From an optimization exercise on the open Yosys and OpenROAD flow, aimed at small area; shortcuts taken in it are not production practice.
In this exercise RTL edits were held to simulation tests only and were not proved equivalent to the original.
Power figures rest on the tool's default switching activity, not on a simulated workload.

exp/raven:
// conv_top
module conv_top (
   input  logic         clk,
   input  logic         rst,
   input  logic [511:0] image,
   input  logic [71:0]  kernel,
   output logic [287:0] conv_out,
   output logic         layer_done_out
);
export LEC_CHECK = 0
export CAP_MARGIN = 20
export CORE_MARGIN = 2
export CORE_UTILIZATION = 60
export CTS_BUF_LIST = sky130_fd_sc_hd__clkbuf_4 sky130_fd_sc_hd__clkbuf_8
export PLACE_DENSITY = 0.75
export SLEW_MARGIN = 20
export SYNTH_HIERARCHICAL = 1
export SYNTH_MINIMUM_KEEP_SIZE = 0
create_clock -name core_clock -period 11.0 [get_ports {clk}]
standard.sh (not shown) runs the stock make flow with config.mk's settings and CLKGATE_MAP_FILE= SYNTH_SCRIPT=/design/flow/synth_recipe.tcl, a recipe that flattens the netlist after the stock synthesis.
==> flow/flow/run.sh <==
#!/bin/bash
# The standard layout (the standard.sh, unchanged synthesis), except that
# the port buffers that global placement inserts use the smallest buffer cell.
export BUFFER_PORTS_ARGS="-buffer_cell sky130_fd_sc_hd__buf_1"
bash standard.sh > standard.log 2>&1
For exp/raven, the flow was terminated by a tool error in 3_2_place_iop and produced no final design.
diff inputs: exp/raven => exp/harbor
Settings: PLACE_DENSITY changed from 0.75 to 0.6; CTS_BUF_LIST removed (was sky130_fd_sc_hd__clkbuf_4 sky130_fd_sc_hd__clkbuf_8); CORE_UTILIZATION changed from 60 to 40.
==> flow/flow/run.sh <==
#!/bin/bash
# The standard layout (standard.sh: the standard synthesis, unchanged),
# with three changes that only affect cell sizes:
#  - after synthesis, combinational cells that abc upsized are set back to
#    drive strength 1 (flow/downsize.tcl); later repair steps upsize again
#    where timing, slew or load need it;
#  - the port buffers that global placement inserts use buf_1;
#  - the power recovery step of global routing is on (RECOVER_POWER).
set -e
export BUFFER_PORTS_ARGS="-buffer_cell sky130_fd_sc_hd__buf_1"
export RECOVER_POWER=100
bash standard.sh synth > synth.log 2>&1
openroad -no_init -exit flow/downsize.tcl > downsize.log 2>&1
bash standard.sh > layout.log 2>&1
==> flow/flow/downsize.tcl (new file) <==
# Set combinational cells of the synthesized netlist to drive strength 1.
set odb orfs/results/sky130hd/conv_top/base/1_synth.odb
read_db $odb
set db [ord::get_db]
set block [ord::get_db_block]
set n 0
foreach inst [$block getInsts] {
   set m [$inst getMaster]
   set name [$m getName]
   if {[regexp {^(sky130_fd_sc_hd__([a-z0-9]+))_([0-9]+)$} $name -> base kind drive]} {
      if {$drive <= 1} continue
      if {[regexp {^(df|edf|sdf|dl|sdl|clk|conb|tap|fill|decap|diode|lpflow|probe)} $kind]} continue
      set new [$db findMaster ${base}_1]
      if {$new == "NULL" || $new == ""} continue
      $inst swapMaster $new
      incr n
   }
}
puts "downsized $n instances"
write_db $odb
Notes after the runs:
Compared with exp/raven, exp/harbor shows a starting density of the core that is 20 points lower. As far as post-synthesis net count goes, exp/raven and exp/harbor are indistinguishable; the numbers are identical. Final checks on exp/harbor, whose flow otherwise completed, came back failing, citing max-capacitance violations, max-slew violations. [compare] base=exp/raven new=exp/harbor: x dimension of the die shows an increase of 18%, synthesized cell count flat, floorplan die height grew by 18%, number of standard-cell rows in the floorplan went up. Area after synthesis sits lower in exp/harbor than in exp/raven. exp/harbor vs. exp/raven: mean cell area of the mapped netlist went down by 6.4%.
Input-level comparison between exp/amber and exp/harbor:
==> flow/flow/run.sh <==
#!/bin/bash
# The standard layout (the standard.sh, unchanged synthesis), except that
# the port buffers that global placement inserts use the smallest buffer cell.
export BUFFER_PORTS_ARGS="-buffer_cell sky130_fd_sc_hd__buf_1"
bash standard.sh > standard.log 2>&1
removed: flow/flow/downsize.tcl
Notes after the runs:
exp/amber reached the end of the flow, and the finished layout is clean on the timing, design-rule and antenna checks.
[exp/amber] die area rose 6.7% relative to exp/harbor
Going from exp/harbor to exp/amber, number of vias after detailed routing shrinks by about 3.5%.
Measured against each other, exp/harbor and exp/amber differ in post-layout minimum cycle time, the higher figure coming from exp/harbor.
Delta (exp/amber minus exp/harbor): final wirelength moved down; amount of wire on met3 after detailed routing went down about 18%.
Going from exp/harbor to exp/amber, the combinational share of power was found to have gone down by 0.2 points.

-- separate check: timing with driven ports --
In the flow no input, the clock included, has a driving cell. The finished layouts below were timed again as built, in two steps.
Step 1 assumes that a clkbuf_16 drives the clock port and a buf_2 every other input.
Step 2 also shifts input and output timing later by t, the mid clock arrival at the registers, as if the neighbouring blocks saw the same clock.
Three values: ideal, step 1, step 2; two values: the first two.
| run | shift t [ns] | setup slack, ns | worst register clock-pin slew, ns |
|---|---|---|---|
| exp/harbor | 0.666 | 0.726 / 0.764 / 0.098 | 0.07 / 0.07 |
| exp/amber | 0.639 | 0.939 / 0.930 / 0.292 | 0.07 / 0.07 |
For exp/amber, which loses most, drivers alone change the setup slack by -0.009 ns; drivers and shift together by -0.647 ns.
